Context: an optimization exercise on an open-source flow, tuned for small area. The choices shown serve that exercise and are no tape-out recipe. In this exercise RTL edits were held to simulation tests only and were not proved equivalent to the original. No activity file was given, so power comes from the tool's default toggle rates.

$ cat design/flow/constraint.sdc
create_clock -name core_clock -period 7.5 [get_ports {clk}]
set_input_delay 1.5000 -clock core_clock [delete_from_list [all_inputs] [get_ports {clk}]]
set_output_delay 1.5000 -clock core_clock [all_outputs]
set_load 0.01 [all_outputs]
$ cat design/flow/flow/run.sh
#!/bin/bash
# The standard layout (standard.sh, unchanged synthesis), with two changes:
# the port buffers use the smallest buffer cell, and the clock tree is built
# without dummy loads.  make's output goes to standard.log.
set -euo pipefail
cd "$(dirname "$0")/.."
bash standard.sh \
  "BUFFER_PORTS_ARGS=-buffer_cell sky130_fd_sc_hd__buf_1" \
  "CTS_ARGS=-sink_clustering_enable -repair_clock_nets -dont_use_dummy_load -buf_list sky130_fd_sc_hd__clkbuf_8 -sink_clustering_size 16 -sink_clustering_max_diameter 60" \
  finish > standard.log 2>&1
$ cat design/flow/config.mk
export PLATFORM = sky130hd
export DESIGN_NAME = ws_systolic_array
export DESIGN_NICKNAME = ws_systolic_array
export VERILOG_FILES = /design/flow/design.v
export SDC_FILE = /design/flow/constraint.sdc
export NUM_CORES = 4
export LEC_CHECK = 0
export CAP_MARGIN = 20
export CORE_MARGIN = 2
export CORE_UTILIZATION = 40
export GPL_TIMING_DRIVEN = 0
export SLEW_MARGIN = 20
export SYNTH_HIERARCHICAL = 1
export SYNTH_MINIMUM_KEEP_SIZE = 0
$ cat design/flow/standard.sh
#!/bin/bash
# synth_recipe.tcl (not shown) runs the flow's synth.tcl, then flattens the netlist and writes it again
# the make line also repeats each setting of config.mk as NAME=value (left out here)
make -C /OpenROAD-flow-scripts/flow DESIGN_CONFIG=/design/flow/config.mk WORK_HOME=/design/flow/orfs CLKGATE_MAP_FILE= SYNTH_SCRIPT=/design/flow/synth_recipe.tcl "${@:-finish}"
$ cat design/flow/design.v
module fa_cell (
    input   a,
    input   b,
    input   c,
    output  s,
    output  co
);
    assign s  = a ^ b ^ c;
    assign co = (a & b) | (a & c) | (b & c);
endmodule
module pp_cell (
    input   a,
    input   b,
    output  y
);
    assign y = ~(a & b);
endmodule
module xnor_cell (
    input   a,
    input   b,
    output  y
);
    assign y = ~(a ^ b);
endmodule
module processing_element # (
    parameter DATA_WIDTH = 8
)
(
    input       [4*DATA_WIDTH-1 : 0]    i_fmap  ,    
    input       [4*DATA_WIDTH-1 : 0]    i_weight,    
    input                   [3 : 0]     i_en    ,    
    input                               i_clr   ,    
    output      [2*DATA_WIDTH-1 : 0]    o_sum
);
    wire [255:0] pp;
    wire [31:0]  fg = i_fmap & {{8{i_en[3]}}, {8{i_en[2]}}, {8{i_en[1]}}, {8{i_en[0]}}};
    genvar gr, gi, gj;
    generate for (gr = 0; gr < 4; gr = gr + 1) begin : g_r
        for (gi = 0; gi < 8; gi = gi + 1) begin : g_i
            for (gj = 0; gj < 8; gj = gj + 1) begin : g_j
                pp_cell u_pp (.a(fg[gr*8 + gi]), .b(i_weight[gr*8 + gj]), .y(pp[gr*64 + gi*8 + gj]));
            end
        end
    end endgenerate
    wire t0;
    wire t1;
    fa_cell u2 (.a(pp[0]), .b(pp[64]), .c(pp[128]), .s(t0), .co(t1));
    wire t3;
    wire t4;
    fa_cell u5 (.a(pp[1]), .b(pp[8]), .c(pp[65]), .s(t3), .co(t4));
    wire t6;
    wire t7;
    fa_cell u8 (.a(pp[72]), .b(pp[129]), .c(pp[136]), .s(t6), .co(t7));
    wire t9;
    wire t10;
    fa_cell u11 (.a(t1), .b(t3), .c(t6), .s(t9), .co(t10));
    wire t12;
    xnor_cell u13 (.a(pp[193]), .b(pp[200]), .y(t12));
    wire t14;
    assign t14 = ~(~pp[193] & ~pp[200]);
    wire t15;
    wire t16;
    fa_cell u17 (.a(pp[2]), .b(pp[9]), .c(pp[16]), .s(t15), .co(t16));
    wire t18;
    wire t19;
    fa_cell u20 (.a(pp[66]), .b(pp[73]), .c(pp[80]), .s(t18), .co(t19));
    wire t21;
    wire t22;
    fa_cell u23 (.a(pp[130]), .b(pp[137]), .c(pp[144]), .s(t21), .co(t22));
    wire t24;
    wire t25;
    fa_cell u26 (.a(t4), .b(t7), .c(t15), .s(t24), .co(t25));
    wire t27;
    wire t28;
    fa_cell u29 (.a(t18), .b(t21), .c(pp[194]), .s(t27), .co(t28));
    wire t30;
    wire t31;
    fa_cell u32 (.a(pp[201]), .b(pp[208]), .c(t10), .s(t30), .co(t31));
    wire t33;
    wire t34;
    fa_cell u35 (.a(t14), .b(t24), .c(t27), .s(t33), .co(t34));
    wire t36;
    wire t37;
    fa_cell u38 (.a(pp[3]), .b(pp[10]), .c(pp[17]), .s(t36), .co(t37));
    wire t39;
    wire t40;
    fa_cell u41 (.a(pp[24]), .b(pp[67]), .c(pp[74]), .s(t39), .co(t40));
    wire t42;
    wire t43;
    fa_cell u44 (.a(pp[81]), .b(pp[88]), .c(pp[131]), .s(t42), .co(t43));
    wire t45;
    wire t46;
    fa_cell u47 (.a(pp[138]), .b(pp[145]), .c(pp[152]), .s(t45), .co(t46));
    wire t48;
    wire t49;
    fa_cell u50 (.a(t16), .b(t19), .c(t22), .s(t48), .co(t49));
    wire t51;
    wire t52;
    fa_cell u53 (.a(t36), .b(t39), .c(t42), .s(t51), .co(t52));
    wire t54;
    wire t55;
    fa_cell u56 (.a(t45), .b(pp[195]), .c(pp[202]), .s(t54), .co(t55));
    wire t57;
    wire t58;
    fa_cell u59 (.a(pp[209]), .b(pp[216]), .c(t25), .s(t57), .co(t58));
    wire t60;
    wire t61;
    fa_cell u62 (.a(t48), .b(t28), .c(t51), .s(t60), .co(t61));
    wire t63;
    wire t64;
    fa_cell u65 (.a(t54), .b(t31), .c(t57), .s(t63), .co(t64));
    wire t66;
    xnor_cell u67 (.a(t34), .b(t60), .y(t66));
    wire t68;
    assign t68 = ~(~t34 & ~t60);
    wire t69;
    wire t70;
    fa_cell u71 (.a(pp[4]), .b(pp[11]), .c(pp[18]), .s(t69), .co(t70));
    wire t72;
    wire t73;
    fa_cell u74 (.a(pp[25]), .b(pp[32]), .c(pp[68]), .s(t72), .co(t73));
    wire t75;
    wire t76;
    fa_cell u77 (.a(pp[75]), .b(pp[82]), .c(pp[89]), .s(t75), .co(t76));
    wire t78;
    wire t79;
    fa_cell u80 (.a(pp[96]), .b(pp[132]), .c(pp[139]), .s(t78), .co(t79));
    wire t81;
    wire t82;
    fa_cell u83 (.a(pp[146]), .b(pp[153]), .c(pp[160]), .s(t81), .co(t82));
    wire t84;
    wire t85;
    fa_cell u86 (.a(t37), .b(t40), .c(t43), .s(t84), .co(t85));
    wire t87;
    wire t88;
    fa_cell u89 (.a(t46), .b(t69), .c(t72), .s(t87), .co(t88));
    wire t90;
    wire t91;
    fa_cell u92 (.a(t75), .b(t78), .c(t81), .s(t90), .co(t91));
    wire t93;
    wire t94;
    fa_cell u95 (.a(pp[196]), .b(pp[203]), .c(pp[210]), .s(t93), .co(t94));
    wire t96;
    wire t97;
    fa_cell u98 (.a(pp[217]), .b(pp[224]), .c(t49), .s(t96), .co(t97));
    wire t99;
    wire t100;
    fa_cell u101 (.a(t52), .b(t84), .c(t87), .s(t99), .co(t100));
    wire t102;
    wire t103;
    fa_cell u104 (.a(t90), .b(t55), .c(t93), .s(t102), .co(t103));
    wire t105;
    wire t106;
    fa_cell u107 (.a(t96), .b(t58), .c(t61), .s(t105), .co(t106));
    wire t108;
    wire t109;
    fa_cell u110 (.a(t99), .b(t102), .c(t64), .s(t108), .co(t109));
    wire t111;
    xnor_cell u112 (.a(t68), .b(t105), .y(t111));
    wire t113;
    assign t113 = ~(~t68 & ~t105);
    wire t114;
    wire t115;
    fa_cell u116 (.a(pp[5]), .b(pp[12]), .c(pp[19]), .s(t114), .co(t115));
    wire t117;
    wire t118;
    fa_cell u119 (.a(pp[26]), .b(pp[33]), .c(pp[40]), .s(t117), .co(t118));
    wire t120;
    wire t121;
    fa_cell u122 (.a(pp[69]), .b(pp[76]), .c(pp[83]), .s(t120), .co(t121));
    wire t123;
    wire t124;
    fa_cell u125 (.a(pp[90]), .b(pp[97]), .c(pp[104]), .s(t123), .co(t124));
    wire t126;
    wire t127;
    fa_cell u128 (.a(pp[133]), .b(pp[140]), .c(pp[147]), .s(t126), .co(t127));
    wire t129;
    wire t130;
    fa_cell u131 (.a(pp[154]), .b(pp[161]), .c(pp[168]), .s(t129), .co(t130));
    wire t132;
    wire t133;
    fa_cell u134 (.a(t70), .b(t73), .c(t76), .s(t132), .co(t133));
    wire t135;
    wire t136;
    fa_cell u137 (.a(t79), .b(t82), .c(t114), .s(t135), .co(t136));
    wire t138;
    wire t139;
    fa_cell u140 (.a(t117), .b(t120), .c(t123), .s(t138), .co(t139));
    wire t141;
    wire t142;
    fa_cell u143 (.a(t126), .b(t129), .c(pp[197]), .s(t141), .co(t142));
    wire t144;
    wire t145;
    fa_cell u146 (.a(pp[204]), .b(pp[211]), .c(pp[218]), .s(t144), .co(t145));
    wire t147;
    wire t148;
    fa_cell u149 (.a(pp[225]), .b(pp[232]), .c(t85), .s(t147), .co(t148));
    wire t150;
    wire t151;
    fa_cell u152 (.a(t88), .b(t91), .c(t132), .s(t150), .co(t151));
    wire t153;
    wire t154;
    fa_cell u155 (.a(t135), .b(t138), .c(t94), .s(t153), .co(t154));
    wire t156;
    wire t157;
    fa_cell u158 (.a(t141), .b(t144), .c(t97), .s(t156), .co(t157));
    wire t159;
    wire t160;
    fa_cell u161 (.a(t147), .b(t100), .c(t150), .s(t159), .co(t160));
    wire t162;
    wire t163;
    fa_cell u164 (.a(t153), .b(t103), .c(t156), .s(t162), .co(t163));
    wire t165;
    wire t166;
    fa_cell u167 (.a(t106), .b(t159), .c(t162), .s(t165), .co(t166));
    wire t168;
    xnor_cell u169 (.a(t109), .b(t113), .y(t168));
    wire t170;
    assign t170 = ~(~t109 & ~t113);
    wire t171;
    wire t172;
    fa_cell u173 (.a(pp[6]), .b(pp[13]), .c(pp[20]), .s(t171), .co(t172));
    wire t174;
    wire t175;
    fa_cell u176 (.a(pp[27]), .b(pp[34]), .c(pp[41]), .s(t174), .co(t175));
    wire t177;
    wire t178;
    fa_cell u179 (.a(pp[48]), .b(pp[70]), .c(pp[77]), .s(t177), .co(t178));
    wire t180;
    wire t181;
    fa_cell u182 (.a(pp[84]), .b(pp[91]), .c(pp[98]), .s(t180), .co(t181));
    wire t183;
    wire t184;
    fa_cell u185 (.a(pp[105]), .b(pp[112]), .c(pp[134]), .s(t183), .co(t184));
    wire t186;
    wire t187;
    fa_cell u188 (.a(pp[141]), .b(pp[148]), .c(pp[155]), .s(t186), .co(t187));
    wire t189;
    wire t190;
    fa_cell u191 (.a(pp[162]), .b(pp[169]), .c(pp[176]), .s(t189), .co(t190));
    wire t192;
    wire t193;
    fa_cell u194 (.a(t115), .b(t118), .c(t121), .s(t192), .co(t193));
    wire t195;
    wire t196;
    fa_cell u197 (.a(t124), .b(t127), .c(t130), .s(t195), .co(t196));
    wire t198;
    wire t199;
    fa_cell u200 (.a(t171), .b(t174), .c(t177), .s(t198), .co(t199));
    wire t201;
    wire t202;
    fa_cell u203 (.a(t180), .b(t183), .c(t186), .s(t201), .co(t202));
    wire t204;
    wire t205;
    fa_cell u206 (.a(t189), .b(pp[198]), .c(pp[205]), .s(t204), .co(t205));
    wire t207;
    wire t208;
    fa_cell u209 (.a(pp[212]), .b(pp[219]), .c(pp[226]), .s(t207), .co(t208));
    wire t210;
    wire t211;
    fa_cell u212 (.a(pp[233]), .b(pp[240]), .c(t133), .s(t210), .co(t211));
    wire t213;
    wire t214;
    fa_cell u215 (.a(t136), .b(t139), .c(t192), .s(t213), .co(t214));
    wire t216;
    wire t217;
    fa_cell u218 (.a(t195), .b(t142), .c(t198), .s(t216), .co(t217));
    wire t219;
    wire t220;
    fa_cell u221 (.a(t201), .b(t145), .c(t204), .s(t219), .co(t220));
    wire t222;
    wire t223;
    fa_cell u224 (.a(t207), .b(t148), .c(t210), .s(t222), .co(t223));
    wire t225;
    wire t226;
    fa_cell u227 (.a(t151), .b(t213), .c(t154), .s(t225), .co(t226));
    wire t228;
    wire t229;
    fa_cell u230 (.a(t216), .b(t219), .c(t157), .s(t228), .co(t229));
    wire t231;
    wire t232;
    fa_cell u233 (.a(t222), .b(t160), .c(t225), .s(t231), .co(t232));
    wire t234;
    wire t235;
    fa_cell u236 (.a(t163), .b(t228), .c(t231), .s(t234), .co(t235));
    wire t237;
    xnor_cell u238 (.a(t170), .b(t166), .y(t237));
    wire t239;
    assign t239 = ~(~t170 & ~t166);
    wire t240;
    wire t241;
    fa_cell u242 (.a(pp[7]), .b(pp[14]), .c(pp[21]), .s(t240), .co(t241));
    wire t243;
    wire t244;
    fa_cell u245 (.a(pp[28]), .b(pp[35]), .c(pp[42]), .s(t243), .co(t244));
    wire t246;
    wire t247;
    fa_cell u248 (.a(pp[49]), .b(pp[56]), .c(pp[71]), .s(t246), .co(t247));
    wire t249;
    wire t250;
    fa_cell u251 (.a(pp[78]), .b(pp[85]), .c(pp[92]), .s(t249), .co(t250));
    wire t252;
    wire t253;
    fa_cell u254 (.a(pp[99]), .b(pp[106]), .c(pp[113]), .s(t252), .co(t253));
    wire t255;
    wire t256;
    fa_cell u257 (.a(pp[120]), .b(pp[135]), .c(pp[142]), .s(t255), .co(t256));
    wire t258;
    wire t259;
    fa_cell u260 (.a(pp[149]), .b(pp[156]), .c(pp[163]), .s(t258), .co(t259));
    wire t261;
    wire t262;
    fa_cell u263 (.a(pp[170]), .b(pp[177]), .c(pp[184]), .s(t261), .co(t262));
    wire t264;
    wire t265;
    fa_cell u266 (.a(t172), .b(t175), .c(t178), .s(t264), .co(t265));
    wire t267;
    wire t268;
    fa_cell u269 (.a(t181), .b(t184), .c(t187), .s(t267), .co(t268));
    wire t270;
    wire t271;
    fa_cell u272 (.a(t190), .b(t240), .c(t243), .s(t270), .co(t271));
    wire t273;
    wire t274;
    fa_cell u275 (.a(t246), .b(t249), .c(t252), .s(t273), .co(t274));
    wire t276;
    wire t277;
    fa_cell u278 (.a(t255), .b(t258), .c(t261), .s(t276), .co(t277));
    wire t279;
    wire t280;
    fa_cell u281 (.a(pp[199]), .b(pp[206]), .c(pp[213]), .s(t279), .co(t280));
    wire t282;
    wire t283;
    fa_cell u284 (.a(pp[220]), .b(pp[227]), .c(pp[234]), .s(t282), .co(t283));
    wire t285;
    wire t286;
    fa_cell u287 (.a(pp[241]), .b(pp[248]), .c(t193), .s(t285), .co(t286));
    wire t288;
    wire t289;
    fa_cell u290 (.a(t196), .b(t199), .c(t202), .s(t288), .co(t289));
    wire t291;
    wire t292;
    fa_cell u293 (.a(t264), .b(t267), .c(t270), .s(t291), .co(t292));
    wire t294;
    wire t295;
    fa_cell u296 (.a(t273), .b(t276), .c(t205), .s(t294), .co(t295));
    wire t297;
    wire t298;
    fa_cell u299 (.a(t208), .b(t279), .c(t282), .s(t297), .co(t298));
    wire t300;
    wire t301;
    fa_cell u302 (.a(t211), .b(t285), .c(t214), .s(t300), .co(t301));
    wire t303;
    wire t304;
    fa_cell u305 (.a(t288), .b(t217), .c(t291), .s(t303), .co(t304));
    wire t306;
    wire t307;
    fa_cell u308 (.a(t220), .b(t294), .c(t297), .s(t306), .co(t307));
    wire t309;
    wire t310;
    fa_cell u311 (.a(t223), .b(t300), .c(t226), .s(t309), .co(t310));
    wire t312;
    wire t313;
    fa_cell u314 (.a(t303), .b(t229), .c(t306), .s(t312), .co(t313));
    wire t315;
    wire t316;
    fa_cell u317 (.a(t309), .b(t232), .c(t312), .s(t315), .co(t316));
    wire t318;
    xnor_cell u319 (.a(t235), .b(t239), .y(t318));
    wire t320;
    assign t320 = ~(~t235 & ~t239);
    wire t321;
    wire t322;
    fa_cell u323 (.a(pp[15]), .b(pp[22]), .c(pp[29]), .s(t321), .co(t322));
    wire t324;
    wire t325;
    fa_cell u326 (.a(pp[36]), .b(pp[43]), .c(pp[50]), .s(t324), .co(t325));
    wire t327;
    wire t328;
    fa_cell u329 (.a(pp[57]), .b(pp[79]), .c(pp[86]), .s(t327), .co(t328));
    wire t330;
    wire t331;
    fa_cell u332 (.a(pp[93]), .b(pp[100]), .c(pp[107]), .s(t330), .co(t331));
    wire t333;
    wire t334;
    fa_cell u335 (.a(pp[114]), .b(pp[121]), .c(pp[143]), .s(t333), .co(t334));
    wire t336;
    wire t337;
    fa_cell u338 (.a(pp[150]), .b(pp[157]), .c(pp[164]), .s(t336), .co(t337));
    wire t339;
    wire t340;
    fa_cell u341 (.a(pp[171]), .b(pp[178]), .c(pp[185]), .s(t339), .co(t340));
    wire t342;
    wire t343;
    fa_cell u344 (.a(t241), .b(t244), .c(t247), .s(t342), .co(t343));
    wire t345;
    wire t346;
    fa_cell u347 (.a(t250), .b(t253), .c(t256), .s(t345), .co(t346));
    wire t348;
    wire t349;
    fa_cell u350 (.a(t259), .b(t262), .c(t321), .s(t348), .co(t349));
    wire t351;
    wire t352;
    fa_cell u353 (.a(t324), .b(t327), .c(t330), .s(t351), .co(t352));
    wire t354;
    wire t355;
    fa_cell u356 (.a(t333), .b(t336), .c(t339), .s(t354), .co(t355));
    wire t357;
    wire t358;
    fa_cell u359 (.a(pp[207]), .b(pp[214]), .c(pp[221]), .s(t357), .co(t358));
    wire t360;
    wire t361;
    fa_cell u362 (.a(pp[228]), .b(pp[235]), .c(pp[242]), .s(t360), .co(t361));
    wire t363;
    wire t364;
    fa_cell u365 (.a(pp[249]), .b(t265), .c(t268), .s(t363), .co(t364));
    wire t366;
    wire t367;
    fa_cell u368 (.a(t271), .b(t274), .c(t277), .s(t366), .co(t367));
    wire t369;
    wire t370;
    fa_cell u371 (.a(t342), .b(t345), .c(t348), .s(t369), .co(t370));
    wire t372;
    wire t373;
    fa_cell u374 (.a(t351), .b(t354), .c(t280), .s(t372), .co(t373));
    wire t375;
    wire t376;
    fa_cell u377 (.a(t283), .b(t357), .c(t360), .s(t375), .co(t376));
    wire t378;
    wire t379;
    fa_cell u380 (.a(t286), .b(t363), .c(t289), .s(t378), .co(t379));
    wire t381;
    wire t382;
    fa_cell u383 (.a(t292), .b(t366), .c(t295), .s(t381), .co(t382));
    wire t384;
    wire t385;
    fa_cell u386 (.a(t369), .b(t372), .c(t298), .s(t384), .co(t385));
    wire t387;
    wire t388;
    fa_cell u389 (.a(t375), .b(t301), .c(t378), .s(t387), .co(t388));
    wire t390;
    wire t391;
    fa_cell u392 (.a(t304), .b(t381), .c(t307), .s(t390), .co(t391));
    wire t393;
    wire t394;
    fa_cell u395 (.a(t384), .b(t310), .c(t387), .s(t393), .co(t394));
    wire t396;
    wire t397;
    fa_cell u398 (.a(t313), .b(t390), .c(t393), .s(t396), .co(t397));
    wire t399;
    wire t400;
    fa_cell u401 (.a(t316), .b(t320), .c(t396), .s(t399), .co(t400));
    wire t402;
    wire t403;
    fa_cell u404 (.a(pp[23]), .b(pp[30]), .c(pp[37]), .s(t402), .co(t403));
    wire t405;
    wire t406;
    fa_cell u407 (.a(pp[44]), .b(pp[51]), .c(pp[58]), .s(t405), .co(t406));
    wire t408;
    wire t409;
    fa_cell u410 (.a(pp[87]), .b(pp[94]), .c(pp[101]), .s(t408), .co(t409));
    wire t411;
    wire t412;
    fa_cell u413 (.a(pp[108]), .b(pp[115]), .c(pp[122]), .s(t411), .co(t412));
    wire t414;
    wire t415;
    fa_cell u416 (.a(pp[151]), .b(pp[158]), .c(pp[165]), .s(t414), .co(t415));
    wire t417;
    wire t418;
    fa_cell u419 (.a(pp[172]), .b(pp[179]), .c(pp[186]), .s(t417), .co(t418));
    wire t420;
    wire t421;
    fa_cell u422 (.a(t322), .b(t325), .c(t328), .s(t420), .co(t421));
    wire t423;
    wire t424;
    fa_cell u425 (.a(t331), .b(t334), .c(t337), .s(t423), .co(t424));
    wire t426;
    wire t427;
    fa_cell u428 (.a(t340), .b(t402), .c(t405), .s(t426), .co(t427));
    wire t429;
    wire t430;
    fa_cell u431 (.a(t408), .b(t411), .c(t414), .s(t429), .co(t430));
    wire t432;
    wire t433;
    fa_cell u434 (.a(t417), .b(pp[215]), .c(pp[222]), .s(t432), .co(t433));
    wire t435;
    wire t436;
    fa_cell u437 (.a(pp[229]), .b(pp[236]), .c(pp[243]), .s(t435), .co(t436));
    wire t438;
    wire t439;
    fa_cell u440 (.a(pp[250]), .b(t343), .c(t346), .s(t438), .co(t439));
    wire t441;
    wire t442;
    fa_cell u443 (.a(t349), .b(t352), .c(t355), .s(t441), .co(t442));
    wire t444;
    wire t445;
    fa_cell u446 (.a(t420), .b(t423), .c(t426), .s(t444), .co(t445));
    wire t447;
    wire t448;
    fa_cell u449 (.a(t429), .b(t358), .c(t361), .s(t447), .co(t448));
    wire t450;
    wire t451;
    fa_cell u452 (.a(t432), .b(t435), .c(t364), .s(t450), .co(t451));
    wire t453;
    wire t454;
    fa_cell u455 (.a(t438), .b(t367), .c(t370), .s(t453), .co(t454));
    wire t456;
    wire t457;
    fa_cell u458 (.a(t441), .b(t373), .c(t444), .s(t456), .co(t457));
    wire t459;
    wire t460;
    fa_cell u461 (.a(t447), .b(t376), .c(t450), .s(t459), .co(t460));
    wire t462;
    wire t463;
    fa_cell u464 (.a(t379), .b(t453), .c(t382), .s(t462), .co(t463));
    wire t465;
    wire t466;
    fa_cell u467 (.a(t456), .b(t385), .c(t459), .s(t465), .co(t466));
    wire t468;
    wire t469;
    fa_cell u470 (.a(t388), .b(t462), .c(t391), .s(t468), .co(t469));
    wire t471;
    wire t472;
    fa_cell u473 (.a(t465), .b(t394), .c(t468), .s(t471), .co(t472));
    wire t474;
    wire t475;
    fa_cell u476 (.a(t397), .b(t471), .c(t400), .s(t474), .co(t475));
    wire t477;
    wire t478;
    fa_cell u479 (.a(pp[31]), .b(pp[38]), .c(pp[45]), .s(t477), .co(t478));
    wire t480;
    wire t481;
    fa_cell u482 (.a(pp[52]), .b(pp[59]), .c(pp[95]), .s(t480), .co(t481));
    wire t483;
    wire t484;
    fa_cell u485 (.a(pp[102]), .b(pp[109]), .c(pp[116]), .s(t483), .co(t484));
    wire t486;
    wire t487;
    fa_cell u488 (.a(pp[123]), .b(pp[159]), .c(pp[166]), .s(t486), .co(t487));
    wire t489;
    wire t490;
    fa_cell u491 (.a(pp[173]), .b(pp[180]), .c(pp[187]), .s(t489), .co(t490));
    wire t492;
    wire t493;
    fa_cell u494 (.a(t403), .b(t406), .c(t409), .s(t492), .co(t493));
    wire t495;
    wire t496;
    fa_cell u497 (.a(t412), .b(t415), .c(t418), .s(t495), .co(t496));
    wire t498;
    wire t499;
    fa_cell u500 (.a(t477), .b(t480), .c(t483), .s(t498), .co(t499));
    wire t501;
    wire t502;
    fa_cell u503 (.a(t486), .b(t489), .c(pp[223]), .s(t501), .co(t502));
    wire t504;
    wire t505;
    fa_cell u506 (.a(pp[230]), .b(pp[237]), .c(pp[244]), .s(t504), .co(t505));
    wire t507;
    wire t508;
    fa_cell u509 (.a(pp[251]), .b(t421), .c(t424), .s(t507), .co(t508));
    wire t510;
    wire t511;
    fa_cell u512 (.a(t427), .b(t430), .c(t492), .s(t510), .co(t511));
    wire t513;
    wire t514;
    fa_cell u515 (.a(t495), .b(t498), .c(t433), .s(t513), .co(t514));
    wire t516;
    wire t517;
    fa_cell u518 (.a(t436), .b(t501), .c(t504), .s(t516), .co(t517));
    wire t519;
    wire t520;
    fa_cell u521 (.a(t439), .b(t507), .c(t442), .s(t519), .co(t520));
    wire t522;
    wire t523;
    fa_cell u524 (.a(t445), .b(t510), .c(t448), .s(t522), .co(t523));
    wire t525;
    wire t526;
    fa_cell u527 (.a(t513), .b(t516), .c(t451), .s(t525), .co(t526));
    wire t528;
    wire t529;
    fa_cell u530 (.a(t454), .b(t519), .c(t457), .s(t528), .co(t529));
    wire t531;
    wire t532;
    fa_cell u533 (.a(t522), .b(t460), .c(t525), .s(t531), .co(t532));
    wire t534;
    wire t535;
    fa_cell u536 (.a(t463), .b(t528), .c(t466), .s(t534), .co(t535));
    wire t537;
    wire t538;
    fa_cell u539 (.a(t531), .b(t469), .c(t534), .s(t537), .co(t538));
    wire t540;
    wire t541;
    fa_cell u542 (.a(t472), .b(t537), .c(t475), .s(t540), .co(t541));
    wire t543;
    wire t544;
    fa_cell u545 (.a(pp[39]), .b(pp[46]), .c(pp[53]), .s(t543), .co(t544));
    wire t546;
    wire t547;
    fa_cell u548 (.a(pp[60]), .b(pp[103]), .c(pp[110]), .s(t546), .co(t547));
    wire t549;
    wire t550;
    fa_cell u551 (.a(pp[117]), .b(pp[124]), .c(pp[167]), .s(t549), .co(t550));
    wire t552;
    wire t553;
    fa_cell u554 (.a(pp[174]), .b(pp[181]), .c(pp[188]), .s(t552), .co(t553));
    wire t555;
    wire t556;
    fa_cell u557 (.a(t478), .b(t481), .c(t484), .s(t555), .co(t556));
    wire t558;
    wire t559;
    fa_cell u560 (.a(t487), .b(t490), .c(t543), .s(t558), .co(t559));
    wire t561;
    wire t562;
    fa_cell u563 (.a(t546), .b(t549), .c(t552), .s(t561), .co(t562));
    wire t564;
    wire t565;
    fa_cell u566 (.a(pp[231]), .b(pp[238]), .c(pp[245]), .s(t564), .co(t565));
    wire t567;
    wire t568;
    fa_cell u569 (.a(pp[252]), .b(t493), .c(t496), .s(t567), .co(t568));
    wire t570;
    wire t571;
    fa_cell u572 (.a(t499), .b(t555), .c(t558), .s(t570), .co(t571));
    wire t573;
    wire t574;
    fa_cell u575 (.a(t502), .b(t561), .c(t505), .s(t573), .co(t574));
    wire t576;
    wire t577;
    fa_cell u578 (.a(t564), .b(t508), .c(t567), .s(t576), .co(t577));
    wire t579;
    wire t580;
    fa_cell u581 (.a(t511), .b(t514), .c(t570), .s(t579), .co(t580));
    wire t582;
    wire t583;
    fa_cell u584 (.a(t517), .b(t573), .c(t520), .s(t582), .co(t583));
    wire t585;
    wire t586;
    fa_cell u587 (.a(t576), .b(t523), .c(t579), .s(t585), .co(t586));
    wire t588;
    wire t589;
    fa_cell u590 (.a(t526), .b(t582), .c(t529), .s(t588), .co(t589));
    wire t591;
    wire t592;
    fa_cell u593 (.a(t585), .b(t532), .c(t588), .s(t591), .co(t592));
    wire t594;
    wire t595;
    fa_cell u596 (.a(t535), .b(t591), .c(t538), .s(t594), .co(t595));
    wire t597;
    wire t598;
    fa_cell u599 (.a(pp[47]), .b(pp[54]), .c(pp[61]), .s(t597), .co(t598));
    wire t600;
    wire t601;
    fa_cell u602 (.a(pp[111]), .b(pp[118]), .c(pp[125]), .s(t600), .co(t601));
    wire t603;
    wire t604;
    fa_cell u605 (.a(pp[175]), .b(pp[182]), .c(pp[189]), .s(t603), .co(t604));
    wire t606;
    wire t607;
    fa_cell u608 (.a(t544), .b(t547), .c(t550), .s(t606), .co(t607));
    wire t609;
    wire t610;
    fa_cell u611 (.a(t553), .b(t597), .c(t600), .s(t609), .co(t610));
    wire t612;
    wire t613;
    fa_cell u614 (.a(t603), .b(pp[239]), .c(pp[246]), .s(t612), .co(t613));
    wire t615;
    wire t616;
    fa_cell u617 (.a(pp[253]), .b(t556), .c(t559), .s(t615), .co(t616));
    wire t618;
    wire t619;
    fa_cell u620 (.a(t562), .b(t606), .c(t609), .s(t618), .co(t619));
    wire t621;
    wire t622;
    fa_cell u623 (.a(t565), .b(t612), .c(t568), .s(t621), .co(t622));
    wire t624;
    wire t625;
    fa_cell u626 (.a(t571), .b(t615), .c(t574), .s(t624), .co(t625));
    wire t627;
    wire t628;
    fa_cell u629 (.a(t618), .b(t621), .c(t577), .s(t627), .co(t628));
    wire t630;
    wire t631;
    fa_cell u632 (.a(t580), .b(t624), .c(t583), .s(t630), .co(t631));
    wire t633;
    wire t634;
    fa_cell u635 (.a(t627), .b(t586), .c(t630), .s(t633), .co(t634));
    wire t636;
    wire t637;
    fa_cell u638 (.a(t589), .b(t633), .c(t592), .s(t636), .co(t637));
    wire t639;
    wire t640;
    fa_cell u641 (.a(pp[55]), .b(pp[62]), .c(pp[119]), .s(t639), .co(t640));
    wire t642;
    wire t643;
    fa_cell u644 (.a(pp[126]), .b(pp[183]), .c(pp[190]), .s(t642), .co(t643));
    wire t645;
    wire t646;
    fa_cell u647 (.a(t598), .b(t601), .c(t604), .s(t645), .co(t646));
    wire t648;
    wire t649;
    fa_cell u650 (.a(t639), .b(t642), .c(pp[247]), .s(t648), .co(t649));
    wire t651;
    wire t652;
    fa_cell u653 (.a(pp[254]), .b(t607), .c(t610), .s(t651), .co(t652));
    wire t654;
    wire t655;
    fa_cell u656 (.a(t645), .b(t613), .c(t648), .s(t654), .co(t655));
    wire t657;
    wire t658;
    fa_cell u659 (.a(t616), .b(t651), .c(t619), .s(t657), .co(t658));
    wire t660;
    wire t661;
    fa_cell u662 (.a(t654), .b(t622), .c(t625), .s(t660), .co(t661));
    wire t663;
    wire t664;
    fa_cell u665 (.a(t657), .b(t628), .c(t660), .s(t663), .co(t664));
    wire t666;
    wire t667;
    fa_cell u668 (.a(t631), .b(t663), .c(t634), .s(t666), .co(t667));
    wire t669;
    wire t670;
    fa_cell u671 (.a(pp[63]), .b(pp[127]), .c(pp[191]), .s(t669), .co(t670));
    wire t672;
    wire t673;
    fa_cell u674 (.a(t640), .b(t643), .c(t669), .s(t672), .co(t673));
    wire t675;
    wire t676;
    fa_cell u677 (.a(pp[255]), .b(t646), .c(t672), .s(t675), .co(t676));
    wire t678;
    wire t679;
    fa_cell u680 (.a(t649), .b(t652), .c(t675), .s(t678), .co(t679));
    wire t681;
    wire t682;
    fa_cell u683 (.a(t655), .b(t658), .c(t678), .s(t681), .co(t682));
    wire t684;
    wire t685;
    fa_cell u686 (.a(t661), .b(t681), .c(t664), .s(t684), .co(t685));
    wire t687;
    xnor_cell u688 (.a(t0), .b(pp[192]), .y(t687));
    wire t689;
    assign t689 = ~(~t0 & ~pp[192]);
    wire t690;
    wire t691;
    fa_cell u692 (.a(t12), .b(t689), .c(t9), .s(t690), .co(t691));
    wire t693;
    wire t694;
    fa_cell u695 (.a(t30), .b(t691), .c(t33), .s(t693), .co(t694));
    wire t696;
    wire t697;
    fa_cell u698 (.a(t63), .b(t66), .c(t694), .s(t696), .co(t697));
    wire t699;
    wire t700;
    fa_cell u701 (.a(t111), .b(t108), .c(t697), .s(t699), .co(t700));
    wire t702;
    wire t703;
    fa_cell u704 (.a(t168), .b(t165), .c(t700), .s(t702), .co(t703));
    wire t705;
    wire t706;
    fa_cell u707 (.a(t237), .b(t234), .c(t703), .s(t705), .co(t706));
    wire t708;
    wire t709;
    fa_cell u710 (.a(t315), .b(t318), .c(t706), .s(t708), .co(t709));
    wire t711;
    xnor_cell u712 (.a(t399), .b(t709), .y(t711));
    wire t713;
    assign t713 = ~(~t399 & ~t709);
    wire t714;
    xnor_cell u715 (.a(t474), .b(t713), .y(t714));
    wire t716;
    assign t716 = ~(~t474 & ~t713);
    wire t717;
    xnor_cell u718 (.a(t540), .b(t716), .y(t717));
    wire t719;
    assign t719 = ~(~t540 & ~t716);
    wire t720;
    wire t721;
    fa_cell u722 (.a(t594), .b(t541), .c(t719), .s(t720), .co(t721));
    wire t723;
    xnor_cell u724 (.a(t636), .b(t595), .y(t723));
    wire t725;
    assign t725 = ~(~t636 & ~t595);
    wire t726;
    wire t727;
    fa_cell u728 (.a(t666), .b(t637), .c(t725), .s(t726), .co(t727));
    wire t729;
    wire t730;
    fa_cell u731 (.a(t684), .b(t667), .c(t727), .s(t729), .co(t730));
    wire t732;
    assign t732 = t670 ^ t673;
    wire t733;
    assign t733 = t732 ^ t676;
    wire t734;
    assign t734 = t733 ^ t679;
    wire t735;
    assign t735 = t734 ^ t682;
    wire t736;
    assign t736 = t735 ^ t685;
    wire t737;
    assign t737 = t736 ^ t730;
    wire t738;
    xnor_cell u739 (.a(t636), .b(t595), .y(t738));
    wire t740;
    assign t740 = ~(~t636 | ~t595);
    wire t741;
    wire t742;
    fa_cell u743 (.a(t666), .b(t637), .c(t740), .s(t741), .co(t742));
    wire t744;
    wire t745;
    fa_cell u746 (.a(t684), .b(t667), .c(t742), .s(t744), .co(t745));
    wire t747;
    assign t747 = t670 ^ t673;
    wire t748;
    assign t748 = t747 ^ t676;
    wire t749;
    assign t749 = t748 ^ t679;
    wire t750;
    assign t750 = t749 ^ t682;
    wire t751;
    assign t751 = t750 ^ t685;
    wire t752;
    assign t752 = t751 ^ t745;
    wire t753;
    assign t753 = ~t721 ? t738 : ~t723;
    wire t754;
    assign t754 = ~t721 ? ~t741 : ~t726;
    wire t755;
    assign t755 = ~t721 ? ~t744 : ~t729;
    wire t756;
    assign t756 = ~t721 ? ~t752 : ~t737;
    assign o_sum[0] = ~i_clr & ~t687;
    assign o_sum[1] = ~i_clr & ~t690;
    assign o_sum[2] = ~i_clr & ~t693;
    assign o_sum[3] = ~i_clr & ~t696;
    assign o_sum[4] = ~i_clr & ~t699;
    assign o_sum[5] = ~i_clr & ~t702;
    assign o_sum[6] = ~i_clr & ~t705;
    assign o_sum[7] = ~i_clr & ~t708;
    assign o_sum[8] = ~i_clr & ~t711;
    assign o_sum[9] = ~i_clr & ~t714;
    assign o_sum[10] = ~i_clr & ~t717;
    assign o_sum[11] = ~i_clr & ~t720;
    assign o_sum[12] = ~i_clr & t753;
    assign o_sum[13] = ~i_clr & t754;
    assign o_sum[14] = ~i_clr & t755;
    assign o_sum[15] = ~i_clr & t756;
endmodule
module ws_systolic_array # (
    parameter DATA_WIDTH = 8
)
(
    input                           clk         ,
    input                           rstn        ,
    input                           i_start     ,
    input       [DATA_WIDTH-1 : 0]  i_w_col_1   ,    
    input       [DATA_WIDTH-1 : 0]  i_w_col_2   ,    
    input       [DATA_WIDTH-1 : 0]  i_w_col_3   ,    
    input       [DATA_WIDTH-1 : 0]  i_w_col_4   ,    
    input       [DATA_WIDTH-1 : 0]  i_f_row_1   ,    
    input       [DATA_WIDTH-1 : 0]  i_f_row_2   ,    
    input       [DATA_WIDTH-1 : 0]  i_f_row_3   ,    
    input       [DATA_WIDTH-1 : 0]  i_f_row_4   ,    
    output    [2*DATA_WIDTH-1 : 0]  o_p_col_1   ,    
    output    [2*DATA_WIDTH-1 : 0]  o_p_col_2   ,    
    output    [2*DATA_WIDTH-1 : 0]  o_p_col_3   ,    
    output    [2*DATA_WIDTH-1 : 0]  o_p_col_4        
);
    localparam DW = DATA_WIDTH;
    reg                 r_load;
    reg     [1 : 0]     r_cnt;
    always @ (posedge clk) begin
        if (!rstn) begin
            r_load <= 1'b0;
            r_cnt  <= 2'd0;
        end else if (r_load) begin
            r_cnt  <= r_cnt + 1'b1;
            if (r_cnt == 2'd3) r_load <= 1'b0;
        end else if (i_start) begin
            r_load <= 1'b1;
        end
    end
    wire z = r_load | ~rstn;     
    reg     [2 : 0]     r_clr;
    reg     [5 : 0]     r_shf;
    reg                 r_wok;
    wire    [2 : 0]     clr_nx = {r_clr[1:0], 1'b1} & {3{~z}};
    wire    [5 : 0]     shf_nx = !rstn ? 6'd0 : (r_load ? r_shf : {r_shf[4:0], 1'b1});
    wire                wok_nx = rstn & (r_wok | r_load);
    always @ (posedge clk) begin
        r_clr <= clr_nx;
        r_shf <= shf_nx;
        r_wok <= wok_nx;
    end
    reg     [DW-1 : 0]  r_w [1:4][1:4];      
    wire    [DW-1 : 0]  w_in [1:4];
    assign w_in[1] = i_w_col_1;
    assign w_in[2] = i_w_col_2;
    assign w_in[3] = i_w_col_3;
    assign w_in[4] = i_w_col_4;
    integer r, c;
    always @ (posedge clk) begin
        if (r_load) begin
            for (c = 1; c <= 4; c = c + 1) begin
                r_w[1][c] <= w_in[c];
                for (r = 2; r <= 4; r = r + 1)
                    r_w[r][c] <= r_w[r-1][c];
            end
        end
    end
    reg     [DW-1 : 0]  r_f1 [1:6];
    reg     [DW-1 : 0]  r_f2 [1:5];
    reg     [DW-1 : 0]  r_f3 [1:4];
    reg     [DW-1 : 0]  r_f4 [1:3];
    always @ (posedge clk) begin
        if (!r_load) begin
            r_f1[1] <= i_f_row_1;  r_f1[2] <= r_f1[1];  r_f1[3] <= r_f1[2];
            r_f2[1] <= i_f_row_2;  r_f2[2] <= r_f2[1];  r_f2[3] <= r_f2[2];
            r_f3[1] <= i_f_row_3;  r_f3[2] <= r_f3[1];  r_f3[3] <= r_f3[2];
            r_f4[1] <= i_f_row_4;  r_f4[2] <= r_f4[1];  r_f4[3] <= r_f4[2];
        end
        r_f1[4] <= r_f1[3];  r_f1[5] <= r_f1[4];  r_f1[6] <= r_f1[5];
        r_f2[4] <= r_f2[3];  r_f2[5] <= r_f2[4];
        r_f3[4] <= r_f3[3];
    end
    wire    [3 : 0]     live_nx;                 
    assign live_nx[3] = wok_nx;                  
    assign live_nx[2] = wok_nx & clr_nx[0];      
    assign live_nx[1] = wok_nx & clr_nx[1];      
    assign live_nx[0] = wok_nx & clr_nx[2];      
    wire    [DW-1 : 0]  tap [1:4][1:4];          
    wire  [2*DW-1 : 0]  sum [1:4];
    assign tap[4][1] = i_f_row_4;
    assign tap[4][2] = r_f4[1];
    assign tap[4][3] = r_f4[2];
    assign tap[4][4] = r_f4[3];
    assign tap[3][1] = r_f3[1];
    assign tap[3][2] = r_f3[2];
    assign tap[3][3] = r_f3[3];
    assign tap[3][4] = r_f3[4];
    assign tap[2][1] = r_f2[2];
    assign tap[2][2] = r_f2[3];
    assign tap[2][3] = r_f2[4];
    assign tap[2][4] = r_f2[5];
    assign tap[1][1] = r_f1[3];
    assign tap[1][2] = r_f1[4];
    assign tap[1][3] = r_f1[5];
    assign tap[1][4] = r_f1[6];
    reg     [3 : 0]     r_en [1:4];              
    always @ (posedge clk) begin
        r_en[1] <= live_nx;
        r_en[2] <= live_nx & {shf_nx[0], shf_nx[1], shf_nx[2], shf_nx[3]};
        r_en[3] <= live_nx & {shf_nx[1], shf_nx[2], shf_nx[3], shf_nx[4]};
        r_en[4] <= live_nx & {shf_nx[2], shf_nx[3], shf_nx[4], shf_nx[5]};
    end
    genvar gc;
    generate for (gc = 1; gc <= 4; gc = gc + 1) begin : g_col
        processing_element # (.DATA_WIDTH(DW)) u_mac (
            .i_fmap   ({tap[4][gc], tap[3][gc], tap[2][gc], tap[1][gc]}),
            .i_weight ({r_w[4][gc], r_w[3][gc], r_w[2][gc], r_w[1][gc]}),
            .i_en     (r_en[gc]),
            .i_clr    (z),
            .o_sum    (sum[gc])
        );
    end endgenerate
    reg   [2*DW-1 : 0]  r_p [1:4];
    always @ (posedge clk) begin
        for (c = 1; c <= 4; c = c + 1)
            r_p[c] <= sum[c];
    end
    assign o_p_col_1 = r_p[1];
    assign o_p_col_2 = r_p[2];
    assign o_p_col_3 = r_p[3];
    assign o_p_col_4 = r_p[4];
endmodule
==> impl_metrics.env, run 1 <==
export IMPL_stdcell_count=4031
export IMPL_crit_path_end_kind="flop"
export IMPL_fillerInstances=7849
export IMPL_synth_area_per_cell_um2=12.8
export IMPL_synth_distinct_cells=27
export IMPL_layout_commonest_cell="nand2_1"
export IMPL_dp_slack_ps=-257
export IMPL_die_x_um=298
export IMPL_grt_max_degree=52
export IMPL_worstSetupPathType="reg -> reg"
export IMPL_setup_viol=0
export IMPL_cts_sinks=362
export IMPL_postCtsSetupRepairBufs=0
export IMPL_die_area_um2=89000
export IMPL_syn2layout_area_growth_pct=7.76
export IMPL_power_density_nw_per_um2=118
export IMPL_maxSlewViolCount=0
export IMPL_async_reset_ff_share_pct=0
export IMPL_hold_class="reg -> reg"
export IMPL_clock_latency_ps=690
export IMPL_grt_pass1_vias=24200
export IMPL_finalSetupTns_ps=0
export IMPL_cts_made_buffers=47
export IMPL_place_port_buffers=130
export IMPL_synthCells=2704
export IMPL_min_period_ps=7270
export IMPL_placeableCoreArea_um2=85500
export IMPL_drive_gt1_share_pct=3.74
export IMPL_vdd_drop_max_mv=0.135
export IMPL_synth_flop_cell="edfxtp_1"
export IMPL_cts_root_buf="clkbuf_8"
export IMPL_tightest_slew_ps=813
export IMPL_finalCritPeriodShare_pct=96.9
export IMPL_p_comb_share_pct=13.9
export IMPL_p_seq_share_pct=57.0
export IMPL_slew_headroom_pct=45.8
export IMPL_antenna_found_initial=2
export IMPL_fmax_mhz=138
export IMPL_first_pass_iters=5
export IMPL_drtIter0Drc=1343
export IMPL_report_final_hold_viol_count=0
export IMPL_grt_pass1_wl_um=144000
export IMPL_detail_route_antenna_nets=0
export IMPL_floorplan_initialDensity_pct=40.5
export IMPL_clockBufferDepth=3
export IMPL_fp_dieH_um=298
export IMPL_grt_use_total_pct=21.2
export IMPL_clock_power_share_pct=29.1
export IMPL_setup_ws_ps=233
export IMPL_ys_seq_area_share_pct=27.4
export IMPL_utilization_pct=43.6
export IMPL_clk_pin_slew_ps=100
export IMPL_swShare_pct=29.4
export IMPL_drcViolationCount=0
export IMPL_pin_count=131
export IMPL_cp_arrival_ps=7810
export IMPL_hpwl_um=74600
export IMPL_multi_input_area_um2=25100
export IMPL_ys_seq_elements=362
export IMPL_synth_area_um2=34600
export IMPL_synth_edf_count=224
export IMPL_fin_nets=3895
export IMPL_fp_row_count=107
export IMPL_maxCapViolCount=0
export IMPL_critical_path_peak_fanout=8
export IMPL_synth_net_count=3712
export IMPL_via_count=21100
export IMPL_status="no timing/DRC/antenna violations"
export IMPL_via_per_inst=5.24
export IMPL_p_int_uw=3110
export IMPL_wire_per_inst_um=22.3
export IMPL_dp_cells=3982
export IMPL_htreeDepth=2
export IMPL_finClkSkew_ps=70.1
export IMPL_p_total_uw=4400
export IMPL_seqCellArea_um2=9490
export IMPL_p_switching_uw=1290
export IMPL_gr_total_overflow=0
export IMPL_finalWirelength_um=89900
export IMPL_start_kind="flop"
export IMPL_ys_warn_count=21
export IMPL_place_gp_congestion=0.898
export IMPL_layout_common_cells="nand2_1 (1024), fa_1 (940), edfxtp_1 (224), dfxtp_1 (137), buf_1 (130)"
export IMPL_total_leakage_power_uw=0.00682
export IMPL_tritoncts="built"
export IMPL_crit_required_ps=8040
-- cells by family after synthesis --
family | count (synthesis) | synth area share [%]
simple gates | 1287 | 15.5
mux | 10 | 0.289
xor+xnor | 73 | 1.85
compound gates | 17 | 0.383
buf+inv | 14 | 0.206
fa+ha+maj | 941 | 54.3
flops | 362 | 27.4
-- state kept, by name, indices dropped and copies added (netlist names) --
register	flops
r_clr	2
r_cnt	2
r_en	16
r_f1	48
r_f2	40
r_f3	32
r_f4	24
r_load	1
r_p	64
r_shf	5
r_w	128
-- power groups by stage --
stage	Clock, uW	Combinational, uW	Sequential (uW)
2_1_floorplan	0	406	2480
3_3_place_gp	0	586	2590
3_5_place_dp	0	617	2550
4_1_cts	1350	629	2510
5_1_grt	1410	700	2530
6_report	1280	611	2510
-- Yosys cell counts (9+ instances only) --
library cell | instances | area (um^2)
edfxtp_1 | 224 | 6730
xnor2_1 | 68 | 596
clkbuf_1 | 9 | 33.8
a211oi_1 | 12 | 90.1
nor2_1 | 56 | 210
and2_1 | 139 | 870
mux2i_1 | 10 | 100
or2_2 | 24 | 150
dfxtp_1 | 138 | 2760
nand2_1 | 1024 | 3840
nor2b_1 | 15 | 93.8
fa_1 | 940 | 18800
-- worst max-delay path, stage by stage, from the launching register on --
cell,delay [ps]
dfxtp_1,440
and2_1,450
nand2_1,160
fa_1,480
fa_1,490
fa_1,510
fa_1,560
fa_1,430
fa_1,510
fa_1,420
fa_1,390
fa_1,400
fa_1,470
or2_2,320
fa_1,510
mux2i_1,250
xnor2_1,160
xnor2_1,130
nor2_1,60
-- stage by stage --
step / cell area (um^2) / hold WS, ps
after floorplan: 34600 / 324
after global placement: 36600 / 350
after detailed placement: 36700 / 351
after CTS: 37300 / 331
after global routing: 37300 / 355
final: 37300 / 345
-- layout make-up --
class | instances | share of cell area (%)
inverters | 2 | 0.0335
flip-flops and latches | 362 | 25.4
multi-input cells | 2328 | 67.2
clock buffers | 47 | 1.73
plain buffers | 12 | 0.171
repair buffers | 134 | 1.54
diodes | 2 | 0.0134
well taps | 1144 | 3.83
-- final timing paths --
kind	startpoint	to	slack, ps	depth (start not counted)
worst max register to register	r_en[3][0]	r_p[3][15]	230	18
worst min-delay path	r_f1[5][0]	r_f1[6][0]	350	0
worst max-delay path	r_en[3][0]	r_p[3][15]	230	18
worst min register to register	r_f1[5][0]	r_f1[6][0]	350	0
-- repair_timing --
item / in CTS / in global routing
resized for setup: 0 / 16
hold buffers: 0 / 0
setup endpoints to repair: 0 / 3
-- per-module statistics from Yosys (local to each module, per instance), excerpt --
module / cell area [um^2] / copies in the design / cells inside / flops+latches
xnor_cell: 8.76 / 48 / 1 / 0
ws_systolic_array: 9800 / 1 / 404 / 362
pp_cell: 3.75 / 1024 / 1 / 0
fa_cell: 20.0 / 940 / 1 / 0
-- routing by layer --
| layer | GRT usage (%) | wire, um | vias up |
|---|---|---|---|
| li1 | - | - | 8772 |
| met1 | 29.1 | 36600 | 11400 |
| met2 | 34.5 | 44100 | 832 |
| met3 | 3.55 | 6470 | 147 |
| met4 | 6.63 | 2740 | 0 |
| met5 | 0 | 0 | - |
==> run 2, diff against run 1 <==
--- a/design/flow/flow/run.sh
+++ b/design/flow/flow/run.sh
@@ -8,3 +8,3 @@
   "BUFFER_PORTS_ARGS=-buffer_cell sky130_fd_sc_hd__buf_1" \
-  "CTS_ARGS=-sink_clustering_enable -repair_clock_nets -dont_use_dummy_load -buf_list sky130_fd_sc_hd__clkbuf_8 -sink_clustering_size 16 -sink_clustering_max_diameter 60" \
+  "CTS_ARGS=-sink_clustering_enable -repair_clock_nets -dont_use_dummy_load -buf_list sky130_fd_sc_hd__clkbuf_4 -sink_clustering_size 10 -sink_clustering_max_diameter 50" \
   finish > standard.log 2>&1
==> run 2 against run 1 <==
Compared with the run above: sequential power about the same; register-to-register slack improved by 30 ps; fmax increased by 0.44%; setup slack improved by 32 ps; highest routed layer is now met5.
==> impl_metrics.env, run 2 <==
export IMPL_status="no timing/DRC/antenna violations"
export IMPL_fin_nets=3909
export IMPL_holdWs_ps=358
export IMPL_finClkSkew_ps=98.9
export IMPL_crit_required_ps=8230
export IMPL_synth_area_leader_cell="fa_1"
export IMPL_layout_commonest_cell="nand2_1"
export IMPL_clock_latency_ps=890
export IMPL_min_period_ps=7230
export IMPL_grt_max_degree=52
export IMPL_drtIter0Drc=1490
export IMPL_slowest_delay_ps=560
export IMPL_crit_path_end_kind="flop"
export IMPL_detail_route_antenna_nets=0
export IMPL_place_port_buffers=130
export IMPL_cp_arrival_ps=7960
export IMPL_maxSlewViolCount=0
export IMPL_layout_common_cells="nand2_1 (1024), fa_1 (940), edfxtp_1 (224), dfxtp_1 (137), buf_1 (130)"
export IMPL_largest_reg_flops=128
export IMPL_setup_viol=0
export IMPL_synth_net_count=3712
export IMPL_synthCells=2704
export IMPL_tritoncts="built"
export IMPL_fillerInstances=7903
export IMPL_fp_row_count=107
export IMPL_fp_dieH_um=298
export IMPL_finalCritPeriodShare_pct=96.5
export IMPL_start_kind="flop"
export IMPL_multi_input_area_um2=25100
export IMPL_ys_warn_count=21
export IMPL_finalSetupTns_ps=0
export IMPL_rsz0062_at_grt="false"
export IMPL_gr_total_overflow=0
export IMPL_placeableCoreArea_um2=85500
export IMPL_first_pass_iters=5
export IMPL_drcViolationCount=0
export IMPL_seqCellArea_um2=9490
export IMPL_worstSetupPathType="reg -> reg"
export IMPL_cts_root_buf="clkbuf_4"
export IMPL_synth_most_common_cell="nand2_1"
export IMPL_critical_path_peak_fanout=8
export IMPL_drive_gt1_share_pct=4.42
export IMPL_postCtsSetupRepairBufs=0
export IMPL_regMostFlops="r_w"
export IMPL_maxCapViolCount=0
export IMPL_clockBufferDepth=3
export IMPL_grt_pass1_vias=24300
export IMPL_cts_sinks=362
export IMPL_total_leakage_power_uw=0.00677
export IMPL_crit_chain="and2_1 -> nand2_1 -> fa_1 -> fa_1 -> fa_1 -> fa_1 -> fa_1 -> fa_1 -> fa_1 -> fa_1 -> fa_1 -> fa_1 -> or2_2 -> fa_1 -> mux2i_1 -> xnor2_1 -> xnor2_1 -> nor2_1"
export IMPL_grt_use_total_pct=21.1
export IMPL_via_per_inst=5.23
export IMPL_clk_pin_slew_ps=100
export IMPL_slew_headroom_pct=43.5
export IMPL_async_reset_ff_share_pct=0
export IMPL_cts_made_buffers=61
export IMPL_hpwl_um=74600
export IMPL_hold_class="reg -> reg"
export IMPL_power_density_nw_per_um2=113
export IMPL_p_total_uw=4190
export IMPL_syn2layout_area_growth_pct=7.23
export IMPL_cp_top_family="adder cells"
export IMPL_tightest_slew_ps=847
export IMPL_wire_per_inst_um=22.2
export IMPL_die_x_um=298
export IMPL_synth_area_leaders="fa_1 (54%), edfxtp_1 (19%), nand2_1 (11%), dfxtp_1 (8.0%), and2_1 (2.5%)"
export IMPL_die_area_um2=89000
export IMPL_cpMaxStageDelayCell="fa_1"
export IMPL_synth_top_area_share_pct=54.3
export IMPL_synth_area_per_cell_um2=12.8
export IMPL_htreeDepth=2
export IMPL_synth_flop_cell="edfxtp_1"
export IMPL_grt_pass1_wl_um=144000
export IMPL_synth_area_um2=34600
export IMPL_reg_largest_list="r_w: 128 flops, r_p: 64 flops, r_f1: 48 flops"
export IMPL_utilization_pct=43.4
export IMPL_synth_edf_count=224
export IMPL_ys_seq_area_share_pct=27.4
export IMPL_place_gp_congestion=0.898
export IMPL_via_count=21100
export IMPL_report_final_hold_viol_count=0
export IMPL_pin_count=131
export IMPL_synth_commonest_cells="nand2_1 (1024), fa_1 (940), edfxtp_1 (224), and2_1 (139), dfxtp_1 (138)"
export IMPL_dpl_cell_area_um2=36700
export IMPL_final_cell_area_um2=37200
export IMPL_ys_seq_elements=362
export IMPL_crit_top_cell="fa_1"
export IMPL_fmax_mhz=138
export IMPL_synth_distinct_cells=27
export IMPL_r2r_setup_slack_ps=270
export IMPL_vdd_drop_max_mv=0.139
export IMPL_antenna_found_initial=3
export IMPL_floorplan_initialDensity_pct=40.5
export IMPL_cp_num_buf_inv=0
export IMPL_finalWirelength_um=89900
==> run 2: cell counts after synthesis <==
Identical to the previous run, type by type.
==> run 2: kinds of logic after synthesis <==
logic type / count (synthesis) / share of synthesized area (%)
AND/OR/NAND/NOR: 1287 / 15.5
adder cells (fa/ha/maj): 941 / 54.3
flip-flops: 362 / 27.4
XOR/XNOR: 73 / 1.85
AO/OA/AOI/OAI: 17 / 0.383
buffers and inverters: 14 / 0.206
multiplexers: 10 / 0.289
==> run 2: final cells by class <==
class | count | share of cell area, %
multi-input combinational | 2328 | 67.6
clock buffer | 61 | 1.23
inverter | 2 | 0.0337
buffer | 12 | 0.172
antenna | 2 | 0.0135
sequential | 362 | 25.5
tap | 1144 | 3.85
timing repair buffer | 134 | 1.55
==> run 2: final timing paths <==
check,startpoint,end,cells after the start
worst min register to register,r_f2[4][4],r_f2[5][4],0
worst min-delay path,r_f2[4][4],r_f2[5][4],0
worst max-delay path,r_en[3][0],r_p[3][15],18
worst max register to register,r_en[3][0],r_p[3][15],18
==> run 2: per-module statistics from Yosys, one instance, submodules excluded, excerpt <==
module | cells inside | times used
xnor_cell | 1 | 48
pp_cell | 1 | 1024
fa_cell | 1 | 940
ws_systolic_array | 404 | 1
==> run 2: worst reg2reg max path, cell delays in order (launching register included) <==
cell     delay (ps)
dfxtp_1         430
and2_1          440
nand2_1         150
fa_1            440
fa_1            500
fa_1            510
fa_1            560
fa_1            430
fa_1            510
fa_1            430
fa_1            390
fa_1            400
fa_1            470
or2_2           320
fa_1            510
mux2i_1         250
xnor2_1         160
xnor2_1         130
nor2_1           60
==> run 2: metal layers <==
metal	track usage [%]	up-vias	share of wire, %
met3	3.54	167	7.1
li1	-	8818	-
met1	29.1	11300	41
met2	34.5	821	49
met5	0	-	0.014
met4	6.64	2	3.1
==> run 2: report_power, final <==
part | internal (uW) | switching, uW
Clock | 366 | 704
Combinational | 256 | 357
Sequential | 2300 | 205
Total | 2930 | 1270
==> run 2: stage by stage <==
stage               setup slack [ps]  instances
global placement                -656       3978
CTS                              172       4043
finish                           265       4045
floorplan                        512       2704
detailed placement              -257       3982
global route                    3.24       4044
==> run 2: timing repair <==
action                                  CTS  global route
hold buffers                              0             0
endpoints found under the setup margin    0             4
resized for setup                         0            22
hold endpoints to repair                  0             0
==> run 3, diff against run 2 <==
--- a/design/flow/flow/run.sh
+++ b/design/flow/flow/run.sh
@@ -8,3 +8,3 @@
   "BUFFER_PORTS_ARGS=-buffer_cell sky130_fd_sc_hd__buf_1" \
-  "CTS_ARGS=-sink_clustering_enable -repair_clock_nets -dont_use_dummy_load -buf_list sky130_fd_sc_hd__clkbuf_4 -sink_clustering_size 10 -sink_clustering_max_diameter 50" \
+  "CTS_ARGS=-sink_clustering_enable -repair_clock_nets -dont_use_dummy_load -sink_clustering_size 30 -sink_clustering_max_diameter 100" \
   finish > standard.log 2>&1
==> run 3 against run 2 <==
Compared with the run above: still clean on timing, DRC and antenna; setup slack lost 28 ps; sequential cell count did not move; sequential power about the same; hold slack lost 28 ps; clock-buffer cell count shrank 33; critical path depth is the same; non-clock buffer count is the same; sequential share of layout area shrank 0.17 points; register-to-register slack got worse by 30 ps; area after synthesis did not move; routed wire length is essentially flat; final area increased by 0.68%.
==> impl_metrics.env, run 3 <==
export IMPL_grt_pass1_wl_um=144000
export IMPL_synth_distinct_cells=27
export IMPL_cts_made_buffers=28
export IMPL_ys_seq_elements=362
export IMPL_fp_dieH_um=298
export IMPL_multi_input_area_um2=25100
export IMPL_first_pass_iters=7
export IMPL_synth_most_common_cell="nand2_1"
export IMPL_cp_arrival_ps=7740
export IMPL_hold_class="reg -> reg"
export IMPL_synth_net_count=3712
export IMPL_largest_reg_flops=128
export IMPL_reg2reg_depth=18
export IMPL_cts_root_buf="clkbuf_16"
export IMPL_crit_required_ps=7980
export IMPL_stdcell_count=4010
export IMPL_finalCritPeriodShare_pct=96.8
export IMPL_grt_pass1_vias=24000
export IMPL_fmax_mhz=138
export IMPL_clockBufferDepth=3
export IMPL_slew_headroom_pct=44.0
export IMPL_drcViolationCount=0
export IMPL_reg_largest_list="r_w: 128 flops, r_p: 64 flops, r_f1: 48 flops"
export IMPL_power_density_nw_per_um2=120
export IMPL_drtIter0Drc=1508
export IMPL_synth_area_leader_cell="fa_1"
export IMPL_fp_row_count=107
export IMPL_dp_cells=3982
export IMPL_worstSetupPathType="reg -> reg"
export IMPL_hold_path_depth=0
export IMPL_detail_route_antenna_nets=0
export IMPL_layout_commonest_cell="nand2_1"
export IMPL_antenna_cells=0
export IMPL_clk_pin_slew_ps=110
export IMPL_synth_edf_count=224
export IMPL_via_per_inst=5.23
export IMPL_finClkSkew_ps=69.8
export IMPL_seqCellArea_um2=9490
export IMPL_status="no timing/DRC/antenna violations"
export IMPL_cts_sinks=362
export IMPL_place_port_buffers=130
export IMPL_synth_commonest_cells="nand2_1 (1024), fa_1 (940), edfxtp_1 (224), and2_1 (139), dfxtp_1 (138)"
export IMPL_htreeDepth=1
export IMPL_place_gp_congestion=0.898
export IMPL_ys_warn_count=21
export IMPL_final_cell_area_um2=37400
export IMPL_via_count=21000
export IMPL_tritoncts="built"
export IMPL_postCtsHoldBufs=0
export IMPL_die_x_um=298
export IMPL_placeableCoreArea_um2=85500
export IMPL_maxSlewViolCount=0
export IMPL_synthCells=2704
export IMPL_synth_flop_cell="edfxtp_1"
export IMPL_grt_use_total_pct=21.0
export IMPL_fillerInstances=7844
export IMPL_synth_area_um2=34600
export IMPL_layout_common_cells="nand2_1 (1024), fa_1 (940), edfxtp_1 (224), dfxtp_1 (136), buf_1 (130)"
export IMPL_finalSetupTns_ps=0
export IMPL_drive_gt1_share_pct=3.59
export IMPL_min_period_ps=7260
export IMPL_regMostFlops="r_w"
export IMPL_floorplan_initialDensity_pct=40.5
export IMPL_grt_max_degree=52
export IMPL_die_area_um2=89000
export IMPL_report_final_hold_viol_count=0
export IMPL_maxCapViolCount=0
export IMPL_tightest_slew_ps=839
export IMPL_start_kind="flop"
export IMPL_pin_count=131
export IMPL_vdd_drop_max_mv=0.149
export IMPL_hpwl_um=74600
export IMPL_async_reset_ff_share_pct=0
export IMPL_gr_total_overflow=0
export IMPL_ys_seq_area_share_pct=27.4
export IMPL_postCtsSetupRepairBufs=0
export IMPL_utilization_pct=43.7
export IMPL_syn2layout_area_growth_pct=7.96
export IMPL_critical_path_peak_fanout=8
export IMPL_finalWirelength_um=89900
export IMPL_clock_latency_ps=630
export IMPL_synth_area_leaders="fa_1 (54%), edfxtp_1 (19%), nand2_1 (11%), dfxtp_1 (8.0%), and2_1 (2.5%)"
export IMPL_total_leakage_power_uw=0.00684
export IMPL_synth_area_per_cell_um2=12.8
export IMPL_synth_top_area_share_pct=54.3
export IMPL_crit_path_end_kind="flop"
export IMPL_dpl_cell_area_um2=36700
export IMPL_setup_viol=0
export IMPL_antenna_found_initial=1
export IMPL_fin_nets=3876
export IMPL_wire_per_inst_um=22.4
==> run 3: cell counts after synthesis <==
Identical to the previous run, type by type.
==> run 3: what timing repair did <==
item,in CTS,in global routing
endpoints found under the setup margin,0,3
endpoints found under the hold margin,0,0
gates resized for setup,0,33
==> run 3: per-stage QoR <==
step | total power [uW] | setup slack [ps] | hold WS [ps]
finish | 4500 | 238 | 330
global route | 4730 | -5.16 | 324
CTS | 4580 | 127 | 325
detailed placement | 3170 | -257 | 351
global placement | 3170 | -656 | 350
floorplan | 2880 | 512 | 324
==> run 3: worst paths after layout <==
| path | from | endpoint | slack [ps] |
|---|---|---|---|
| max reg2reg | r_en[3][0] | r_p[3][15] | 240 |
| max | r_en[3][0] | r_p[3][15] | 240 |
| min | r_f1[5][2] | r_f1[6][2] | 330 |
| min reg2reg | r_f1[5][2] | r_f1[6][2] | 330 |
==> run 3: power breakdown <==
group          switching, uW  total (uW)  internal (uW)
combinational            357         613            256
clock                    720        1370            652
sequential               207        2510           2300
total                   1280        4500           3210
==> run 3: critical path, stage by stage (launching register included) <==
cell and delay [ps]:
dfxtp_1 440, and2_1 440, nand2_1 150, fa_1 450
fa_1 500, fa_1 510, fa_1 560, fa_1 430
fa_1 510, fa_1 430, fa_1 390, fa_1 400
fa_1 470, or2_2 320, fa_1 510, mux2i_1 250
xnor2_1 160, xnor2_1 130, nor2_1 60
==> run 3: kinds of logic after synthesis <==
group	synth area share, %
compound gates	0.383
xor+xnor	1.85
fa+ha+maj	54.3
buf+inv	0.206
flops	27.4
mux	0.289
simple gates	15.5
==> run 3: layer usage <==
metal  track usage, %  vias to the layer above  share of wire (%)
li1                 -                     8740                  -
met1             29.3                    11300                 42
met2             34.5                      827                 49
met3             3.04                      129                6.3
met4             6.25                        0                3.2
met5                0                        -                  0
==> run 3: area by class of cell <==
class / instances / share of cell area, %
buffer: 12 / 0.171
clock buffer: 28 / 1.87
inverter: 2 / 0.0334
multi-input combinational: 2328 / 67.2
sequential: 362 / 25.4
tap: 1144 / 3.83
timing repair buffer: 134 / 1.54
==> run 3: Yosys stat by module, one instance, submodules excluded, a selection <==
| module | copies in the design | area [um^2] |
|---|---|---|
| xnor_cell | 48 | 8.76 |
| ws_systolic_array | 1 | 9800 |
| fa_cell | 940 | 20.0 |
| pp_cell | 1024 | 3.75 |

## re-timing with driven ports
The flow's constraints put no driver on any port. The routed layouts listed below were extracted and timed again, unchanged, in two steps.
Step 1, drivers: a clkbuf_16 drives clk and a buf_2 each remaining input, both assumed.
Step 2 times the ports against the registers' clock, not the clock port: input delays grow and output delays shrink by t, the midpoint of the rising clock arrivals with the driver on.
Slacks: no drivers / after step 1 / after step 2; pairs: no drivers / after step 1.
run | t, ns | slack for setup (ns) | worst setup path after step 2 | slew at the worst register clock pin (ns)
run 1 | 0.715 | 0.233 / 0.233 / -0.260 | input to register | 0.10 / 0.10
run 2 | 0.900 | 0.265 / 0.265 / -0.217 | input to register | 0.12 / 0.12
run 3 | 0.662 | 0.238 / 0.238 / -0.267 | input to register | 0.11 / 0.11
With both steps, setup timing fails in every run listed, where it was met with ideal ports. For run 3, which loses most, drivers alone change the setup slack by 0.000 ns; drivers and shift together by -0.505 ns.
